This design comes from an exercise in tuning for small area and a short achievable clock period on the open sky130 flow, not from production work.
RTL that was checked went through simulation tests only; none was proved equivalent to the original.
No activity file was given, so power comes from the tool's default toggle rates.

==> module j_mac, before the edit <==
module j_mac #(
  parameter WEIGHT_RESET_VAL = 8'b00100011
) (
  input      clk     ,
  input      reset   ,
  input      acc     ,   
  input      din     ,   
  input      plus_one,
  input      clr     ,   
  input      m_0     ,   
  input      m_1     ,   
  input      update_w,
  input      mac_en  ,
  output reg result
);
  reg  [7:0] W;
  reg  [7:0] P;
  reg        C, Cd;
  always @(posedge clk) begin
    if (reset)
      W <= WEIGHT_RESET_VAL;
    else if (update_w)
      W <= {din, W[7:1]};
  end
  wire [7:0] z = W & {8{din}};
  wire [7:0] g = P & z;
  wire [7:0] p = P ^ z;
  wire G10 = g[1] | (p[1] & g[0]);
  wire G32 = g[3] | (p[3] & g[2]);  wire P32 = p[3] & p[2];
  wire G54 = g[5] | (p[5] & g[4]);  wire P54 = p[5] & p[4];
  wire G76 = g[7] | (p[7] & g[6]);  wire P76 = p[7] & p[6];
  wire G20 = g[2] | (p[2] & G10);
  wire G30 = G32  | (P32  & G10);
  wire G64 = g[6] | (p[6] & G54);   wire P64 = p[6] & P54;
  wire G74 = G76  | (P76  & G54);   wire P74 = P76  & P54;
  wire G40 = g[4] | (p[4] & G30);
  wire G50 = G54  | (P54  & G30);
  wire G60 = G64  | (P64  & G30);
  wire G70 = G74  | (P74  & G30);
  wire [8:0] c = {G70, G60, G50, G40, G30, G20, G10, g[0], 1'b0};
  wire [7:0] s = p ^ c[7:0];
  wire [7:0] p_nxt = clr ? {1'b0, z[7:1]} : {c[8], s[7:1]};
  wire prod_0 = z[0] ^ P[0];           
  wire prod_1 = z[0];                  
  wire m_c0   = Cd ? m_1 : m_0;        
  wire iaa_0  = prod_0 ^ m_c0;
  wire iaa_1  = prod_1 ^ m_0;          
  wire r_0    = iaa_0 ^ acc ^ C;
  wire r_1    = iaa_1 ^ acc;
  wire c_0    = (iaa_0 & acc) | (iaa_0 & C) | (acc & C);
  wire c_1    = iaa_1 & acc;
  wire cd_0   = (~prod_0 & plus_one) | (~prod_0 & Cd) | (plus_one & Cd);
  wire cd_1   = ~prod_1 & plus_one;
  always @(posedge clk) begin
    if (mac_en) begin
      P  <= p_nxt;
      C  <= clr ? c_1 : c_0;
      Cd <= clr ? cd_1 : cd_0;
    end
  end
  always @(posedge clk) begin
    if (reset)
      result <= 1'b0;
    else if (mac_en)
      result <= clr ? r_1 : r_0;
  end
endmodule
==> module bsmac_array, before the edit <==
module bsmac_array #(
  parameter ROWS = 8,
  parameter COLS = 8
) (
  input             clk               ,
  input             reset             ,
  input  [ROWS-1:0] data_in           ,
  input  [COLS-1:0] acc_in            ,
  input             plus_one          ,
  input             clear_accu_control,
  input             control1          ,
  input             update_w          ,
  input             mac_en            ,
  output [COLS-1:0] acc_out
);
  wire [ROWS*COLS-1:0]     data_w;
  reg  [ROWS*COLS-1:0]     data_r;
  wire [(ROWS+1)*COLS-1:0] acc_w;
  reg  zero_pc;
  always @(posedge clk) begin
    if (reset)
      zero_pc <= 1'b1;
    else if (mac_en)
      zero_pc <= 1'b0;
  end
  wire clr = clear_accu_control | zero_pc;
  wire m_0 = ~control1 & ~plus_one;
  wire m_1 = ~control1 &  plus_one;
  assign acc_w[COLS-1:0] = acc_in;
  assign acc_out         = acc_w[ROWS*COLS +: COLS];
  genvar r, c;
  generate
    for (r = 0; r < ROWS; r = r + 1) begin : g_row
      for (c = 0; c < COLS; c = c + 1) begin : g_col
        if (c == 0) begin : g_first
          assign data_w[r*COLS+c] = data_in[r];
        end else begin : g_next
          assign data_w[r*COLS+c] = data_r[r*COLS+c-1];
        end
        always @(posedge clk) begin
          if (reset) begin
            data_r[r*COLS+c] <= 1'b0;
          end else begin
            data_r[r*COLS+c] <= data_w[r*COLS+c];
          end
        end
        j_mac #(.WEIGHT_RESET_VAL(8'b00100011)) u_mac (
          .clk     (clk                ),
          .reset   (reset              ),
          .acc     (acc_w[r*COLS+c]    ),
          .din     (data_w[r*COLS+c]   ),
          .plus_one(plus_one           ),
          .clr     (clr                ),
          .m_0     (m_0                ),
          .m_1     (m_1                ),
          .update_w(update_w           ),
          .mac_en  (mac_en             ),
          .result  (acc_w[(r+1)*COLS+c])
        );
      end
    end
  endgenerate
endmodule
clock: 5.0 ns
lec_check: 0
abc_area: 1
cap_margin: 20
core_margin: 2
core_utilization: 40
cts_cluster_diameter: 100
cts_cluster_size: 22
setup_slack_margin: 2.6
slew_margin: 20
run.sh (not shown) runs the stock make flow with config.mk's settings and CLKGATE_MAP_FILE= SYNTH_SCRIPT=/design/flow/synth_recipe.tcl, a recipe that flattens the netlist after the stock synthesis.
The baseline finished with timing, DRC and antenna clean.
Change:
--- a/flow/design.v
+++ b/flow/design.v
@@ -12,14 +12,13 @@
   input      clk     ,
   input      reset   ,
   input      acc     ,   
   input      din     ,   
   input      plus_one,
   input      clr     ,   
-  input      m_0     ,   
-  input      m_1     ,   
+  input      control1,
   input      update_w,
   input      mac_en  ,
   output reg result
 );
   reg  [7:0] W;
   reg  [7:0] P;
@@ -45,23 +44,27 @@
   wire G50 = G54  | (P54  & G30);
   wire G60 = G64  | (P64  & G30);
   wire G70 = G74  | (P74  & G30);
   wire [8:0] c = {G70, G60, G50, G40, G30, G20, G10, g[0], 1'b0};
   wire [7:0] s = p ^ c[7:0];
   wire [7:0] p_nxt = clr ? {1'b0, z[7:1]} : {c[8], s[7:1]};
-  wire prod_0 = z[0] ^ P[0];           
-  wire prod_1 = z[0];                  
-  wire m_c0   = Cd ? m_1 : m_0;        
-  wire iaa_0  = prod_0 ^ m_c0;
-  wire iaa_1  = prod_1 ^ m_0;          
-  wire r_0    = iaa_0 ^ acc ^ C;
-  wire r_1    = iaa_1 ^ acc;
-  wire c_0    = (iaa_0 & acc) | (iaa_0 & C) | (acc & C);
+  wire prod_0 = z[0] ^ P[0];
+  wire x_0    = prod_0 ^ acc ^ C;      
+  wire y_0    = x_0 ^ Cd;              
+  wire r_0    = control1 ? x_0 : (plus_one ? y_0 : ~y_0);
+  wire w_0    = prod_0 ^ Cd;           
+  wire u_0    = acc & C;
+  wire v_0    = acc | C;
+  wire iaa_0  = control1 ? prod_0 : (plus_one ? w_0 : ~w_0);
+  wire c_0    = u_0 | (iaa_0 & v_0);
+  wire cd_0   = plus_one ? (~prod_0 | Cd) : (~prod_0 & Cd);
+  wire x_1    = z[0] ^ acc;
+  wire r_1    = (control1 | plus_one) ? x_1 : ~x_1;
+  wire iaa_1  = (control1 | plus_one) ? z[0] : ~z[0];
   wire c_1    = iaa_1 & acc;
-  wire cd_0   = (~prod_0 & plus_one) | (~prod_0 & Cd) | (plus_one & Cd);
-  wire cd_1   = ~prod_1 & plus_one;
+  wire cd_1   = ~z[0] & plus_one;
   always @(posedge clk) begin
     if (mac_en) begin
       P  <= p_nxt;
       C  <= clr ? c_1 : c_0;
       Cd <= clr ? cd_1 : cd_0;
     end
@@ -97,14 +100,12 @@
     if (reset)
       zero_pc <= 1'b1;
     else if (mac_en)
       zero_pc <= 1'b0;
   end
   wire clr = clear_accu_control | zero_pc;
-  wire m_0 = ~control1 & ~plus_one;
-  wire m_1 = ~control1 &  plus_one;
   assign acc_w[COLS-1:0] = acc_in;
   assign acc_out         = acc_w[ROWS*COLS +: COLS];
   genvar r, c;
   generate
     for (r = 0; r < ROWS; r = r + 1) begin : g_row
       for (c = 0; c < COLS; c = c + 1) begin : g_col
@@ -124,14 +125,13 @@
           .clk     (clk                ),
           .reset   (reset              ),
           .acc     (acc_w[r*COLS+c]    ),
           .din     (data_w[r*COLS+c]   ),
           .plus_one(plus_one           ),
           .clr     (clr                ),
-          .m_0     (m_0                ),
-          .m_1     (m_1                ),
+          .control1(control1           ),
           .update_w(update_w           ),
           .mac_en  (mac_en             ),
           .result  (acc_w[(r+1)*COLS+c])
         );
       end
     end
Outcome: Die area goes up by 1.5%. Sequential power barely changes. Area after synthesis climbs by 1.5%. Final cell count grows by 5.3%. Setup slack gets better by 0.063 ns. Clock skew increases by 0.013 ns. Clock-buffer cell count went down by 1. Combinational power came out higher by about 5%. Worst hold slack stays flat. Via count rises by about 7%. Non-clock buffer count decreases by 7. Critical path depth rose by 3. First-iteration DRC count is higher by about 1.8%.
No functional check of the RTL was part of the first run of this note.

========
== run a ==
The RTL this note starts from:
==> flow/design.v <==
`timescale 1ns / 1ps
module fullAdder(Sum,Cout,Cin,In1,In2);
   input wire In1,In2,Cin;
   output wire Sum,Cout;
   assign Cout = (In1&In2)|(In1&Cin)|(In2&Cin);
   assign Sum = In1^In2^Cin;
endmodule
`timescale 1ns / 1ps
module j_mac #(
  parameter WEIGHT_RESET_VAL = 8'b00100011
) (
  input      clk     ,
  input      reset   ,
  input      acc     ,   
  input      din     ,   
  input      plus_one,
  input      clr     ,   
  input      m_0     ,   
  input      m_1     ,   
  input      update_w,
  input      mac_en  ,
  output reg result
);
  reg  [7:0] W;
  reg  [7:0] P;
  reg        C, Cd;
  always @(posedge clk) begin
    if (reset)
      W <= WEIGHT_RESET_VAL;
    else if (update_w)
      W <= {din, W[7:1]};
  end
  wire [7:0] z = W & {8{din}};
  wire [7:0] g = P & z;
  wire [7:0] p = P ^ z;
  wire G10 = g[1] | (p[1] & g[0]);
  wire G32 = g[3] | (p[3] & g[2]);  wire P32 = p[3] & p[2];
  wire G54 = g[5] | (p[5] & g[4]);  wire P54 = p[5] & p[4];
  wire G76 = g[7] | (p[7] & g[6]);  wire P76 = p[7] & p[6];
  wire G20 = g[2] | (p[2] & G10);
  wire G30 = G32  | (P32  & G10);
  wire G64 = g[6] | (p[6] & G54);   wire P64 = p[6] & P54;
  wire G74 = G76  | (P76  & G54);   wire P74 = P76  & P54;
  wire G40 = g[4] | (p[4] & G30);
  wire G50 = G54  | (P54  & G30);
  wire G60 = G64  | (P64  & G30);
  wire G70 = G74  | (P74  & G30);
  wire [8:0] c = {G70, G60, G50, G40, G30, G20, G10, g[0], 1'b0};
  wire [7:0] s = p ^ c[7:0];
  wire [7:0] p_nxt = clr ? {1'b0, z[7:1]} : {c[8], s[7:1]};
  wire prod  = z[0] ^ (P[0] & ~clr);   
  wire Cm    = C & ~clr;
  wire Cdm   = Cd & ~clr;
  wire m     = Cdm ? m_1 : m_0;        
  wire iaa   = prod ^ m;
  wire c_0   = (iaa & Cm) | (acc & Cm) | (iaa & acc);
  wire c_1   = c_0;
  wire cd_0  = (~prod & Cdm) | (plus_one & Cdm) | (~prod & plus_one);
  wire cd_1  = cd_0;
  wire r_0   = iaa ^ acc ^ Cm;
  wire r_1   = r_0;
  always @(posedge clk) begin
    if (mac_en) begin
      P  <= p_nxt;
      C  <= clr ? c_1 : c_0;
      Cd <= clr ? cd_1 : cd_0;
    end
  end
  always @(posedge clk) begin
    if (reset)
      result <= 1'b0;
    else if (mac_en)
      result <= clr ? r_1 : r_0;
  end
endmodule
`timescale 1ns / 1ps
module bsmac_array #(
  parameter ROWS = 8,
  parameter COLS = 8
) (
  input             clk               ,
  input             reset             ,
  input  [ROWS-1:0] data_in           ,
  input  [COLS-1:0] acc_in            ,
  input             plus_one          ,
  input             clear_accu_control,
  input             control1          ,
  input             update_w          ,
  input             mac_en            ,
  output [COLS-1:0] acc_out
);
  wire [ROWS*COLS-1:0]     data_w;
  reg  [ROWS*COLS-1:0]     data_r;
  wire [(ROWS+1)*COLS-1:0] acc_w;
  reg  zero_pc;
  always @(posedge clk) begin
    if (reset)
      zero_pc <= 1'b1;
    else if (mac_en)
      zero_pc <= 1'b0;
  end
  wire clr = clear_accu_control | zero_pc;
  wire m_0 = ~control1 & ~plus_one;
  wire m_1 = ~control1 &  plus_one;
  assign acc_w[COLS-1:0] = acc_in;
  assign acc_out         = acc_w[ROWS*COLS +: COLS];
  genvar r, c;
  generate
    for (r = 0; r < ROWS; r = r + 1) begin : g_row
      for (c = 0; c < COLS; c = c + 1) begin : g_col
        if (c == 0) begin : g_first
          assign data_w[r*COLS+c] = data_in[r];
        end else begin : g_next
          assign data_w[r*COLS+c] = data_r[r*COLS+c-1];
        end
        always @(posedge clk) begin
          if (reset) begin
            data_r[r*COLS+c] <= 1'b0;
          end else begin
            data_r[r*COLS+c] <= data_w[r*COLS+c];
          end
        end
        j_mac #(.WEIGHT_RESET_VAL(8'b00100011)) u_mac (
          .clk     (clk                ),
          .reset   (reset              ),
          .acc     (acc_w[r*COLS+c]    ),
          .din     (data_w[r*COLS+c]   ),
          .plus_one(plus_one           ),
          .clr     (clr                ),
          .m_0     (m_0                ),
          .m_1     (m_1                ),
          .update_w(update_w           ),
          .mac_en  (mac_en             ),
          .result  (acc_w[(r+1)*COLS+c])
        );
      end
    end
  endgenerate
endmodule
clock: 5.0 ns
lec_check: 0
abc_area: 1
cap_margin: 20
core_margin: 2
core_utilization: 40
cts_cluster_diameter: 100
cts_cluster_size: 22
setup_slack_margin: 2.6
slew_margin: 20
standard.sh (not shown) runs the stock make flow with config.mk's settings and CLKGATE_MAP_FILE= SYNTH_SCRIPT=/design/flow/synth_recipe.tcl, a recipe that flattens the netlist after the stock synthesis.
==> flow/flow/run.sh <==
#!/bin/bash
# Layout flow: the standard flow (standard.sh), with the port buffers
# made strong drivers (buf_6) instead of the resizer's default choice.
export BUFFER_PORTS_ARGS="-buffer_cell sky130_fd_sc_hd__buf_6"
bash standard.sh > standard.log 2>&1
## Diff of input files: run b against run a
-- flow/design.v --
<<< run a, line 42
  wire G64 = g[6] | (p[6] & G54);   wire P64 = p[6] & P54;
  wire G74 = G76  | (P76  & G54);   wire P74 = P76  & P54;
  wire G40 = g[4] | (p[4] & G30);
  wire G50 = G54  | (P54  & G30);
  wire G60 = G64  | (P64  & G30);
  wire G70 = G74  | (P74  & G30);
  wire [8:0] c = {G70, G60, G50, G40, G30, G20, G10, g[0], 1'b0};
  wire [7:0] s = p ^ c[7:0];
  wire [7:0] p_nxt = clr ? {1'b0, z[7:1]} : {c[8], s[7:1]};
  wire prod  = z[0] ^ (P[0] & ~clr);   
  wire Cm    = C & ~clr;
  wire Cdm   = Cd & ~clr;
  wire m     = Cdm ? m_1 : m_0;        
  wire iaa   = prod ^ m;
  wire c_0   = (iaa & Cm) | (acc & Cm) | (iaa & acc);
  wire c_1   = c_0;
  wire cd_0  = (~prod & Cdm) | (plus_one & Cdm) | (~prod & plus_one);
  wire cd_1  = cd_0;
  wire r_0   = iaa ^ acc ^ Cm;
  wire r_1   = r_0;
  always @(posedge clk) begin
    if (mac_en) begin
      P  <= p_nxt;
      C  <= clr ? c_1 : c_0;
      Cd <= clr ? cd_1 : cd_0;
    end
  end
>>> run b, line 42
  wire G64 = g[6] | (p[6] & G54);   wire P64 = p[6] & P54;
  wire G74 = G76  | (P76  & G54);   wire P74 = P76  & P54;
  wire G50 = G54  | (P54  & G30);
  wire G60 = G64  | (P64  & G30);
  wire G70 = G74  | (P74  & G30);
  wire [8:0] c = {G70, G60, G50, 1'b0, G30, G20, G10, g[0], 1'b0};
  wire s5_0 = p[5] ^ g[4];
  wire s5_1 = p[5] ^ (P[4] | z[4]);
  wire [7:0] s = {p[7:6] ^ c[7:6], G30 ? s5_1 : s5_0, p[4:0] ^ c[4:0]};
  wire [7:0] p_nxt = clr ? {1'b0, z[7:1]} : {c[8], s[7:1]};
  wire prod  = z[0] ^ (P[0] & ~clr);   
  wire Cm    = C & ~clr;
  wire Cdm   = Cd & ~clr;
  wire iaa   = clr ? (z[0] ^ m_0) : (z[0] ^ P[0] ^ (Cd ? m_1 : m_0));
  always @(posedge clk) begin
    if (mac_en) begin
      P  <= p_nxt;
      C  <= (iaa & Cm) | (acc & Cm) | (iaa & acc);
      Cd <= (~prod & Cdm) | (plus_one & Cdm) | (~prod & plus_one);
    end
  end
<<< run a, line 71
      result <= 1'b0;
    else if (mac_en)
      result <= clr ? r_1 : r_0;
  end
endmodule
>>> run b, line 65
      result <= 1'b0;
    else if (mac_en)
      result <= iaa ^ acc ^ Cm;
  end
endmodule
--- outcome ---
- Comparing run a and run b, the higher internal portion of total power was measured on run b.
- Run b reports a higher number of standard cells in the final layout excluding fillers than run a does.
- Relative to run a, the wire length measured on run b has increased by a few percent.
- As of run b, total number of tap cells had risen by a few percent compared to run a.
- Changes observed in run b relative to run a: count of vias placed by the detailed router went up; clock group share of total power shows a reduction of 0.2 points; share of final layout cell area taken by non-clock buffers went up by 0.16 points; via count normalized by instance count now sits higher.
For run b, only the layout was checked, not whether the RTL still works.

==> afterwards: timing with drivers on the ports <==
How much do the figures lean on ideal ports? The routed layouts below were timed once more, with nothing changed but the port constraints.
Step 1: set_driving_cell puts a clkbuf_16 on clk and a buf_2 on each other input, an assumption about the parent block.
Step 2 moves the port delays by t, midway between the first and last clock arrival at a register: inputs arrive t later, outputs are due t later. That takes back most of the time a late clock gives input paths.
Slacks: ideal / step 1 / step 2; pairs: ideal / step 1.
run	shift t [ns]	setup WS [ns]	pins driven straight from the clock port
the first run of note 1	0.758	2.544 / 2.544 / 1.785	1
the second run of note 1	0.774	2.607 / 2.587 / 1.894	1
run a	0.759	2.572 / 2.585 / 1.857	1
run b	0.764	2.636 / 2.623 / 1.859	1
After both steps every run listed still meets setup and hold. The setup slack of run b, which loses most, moves by -0.013 ns with the drivers and by -0.777 ns with both steps.
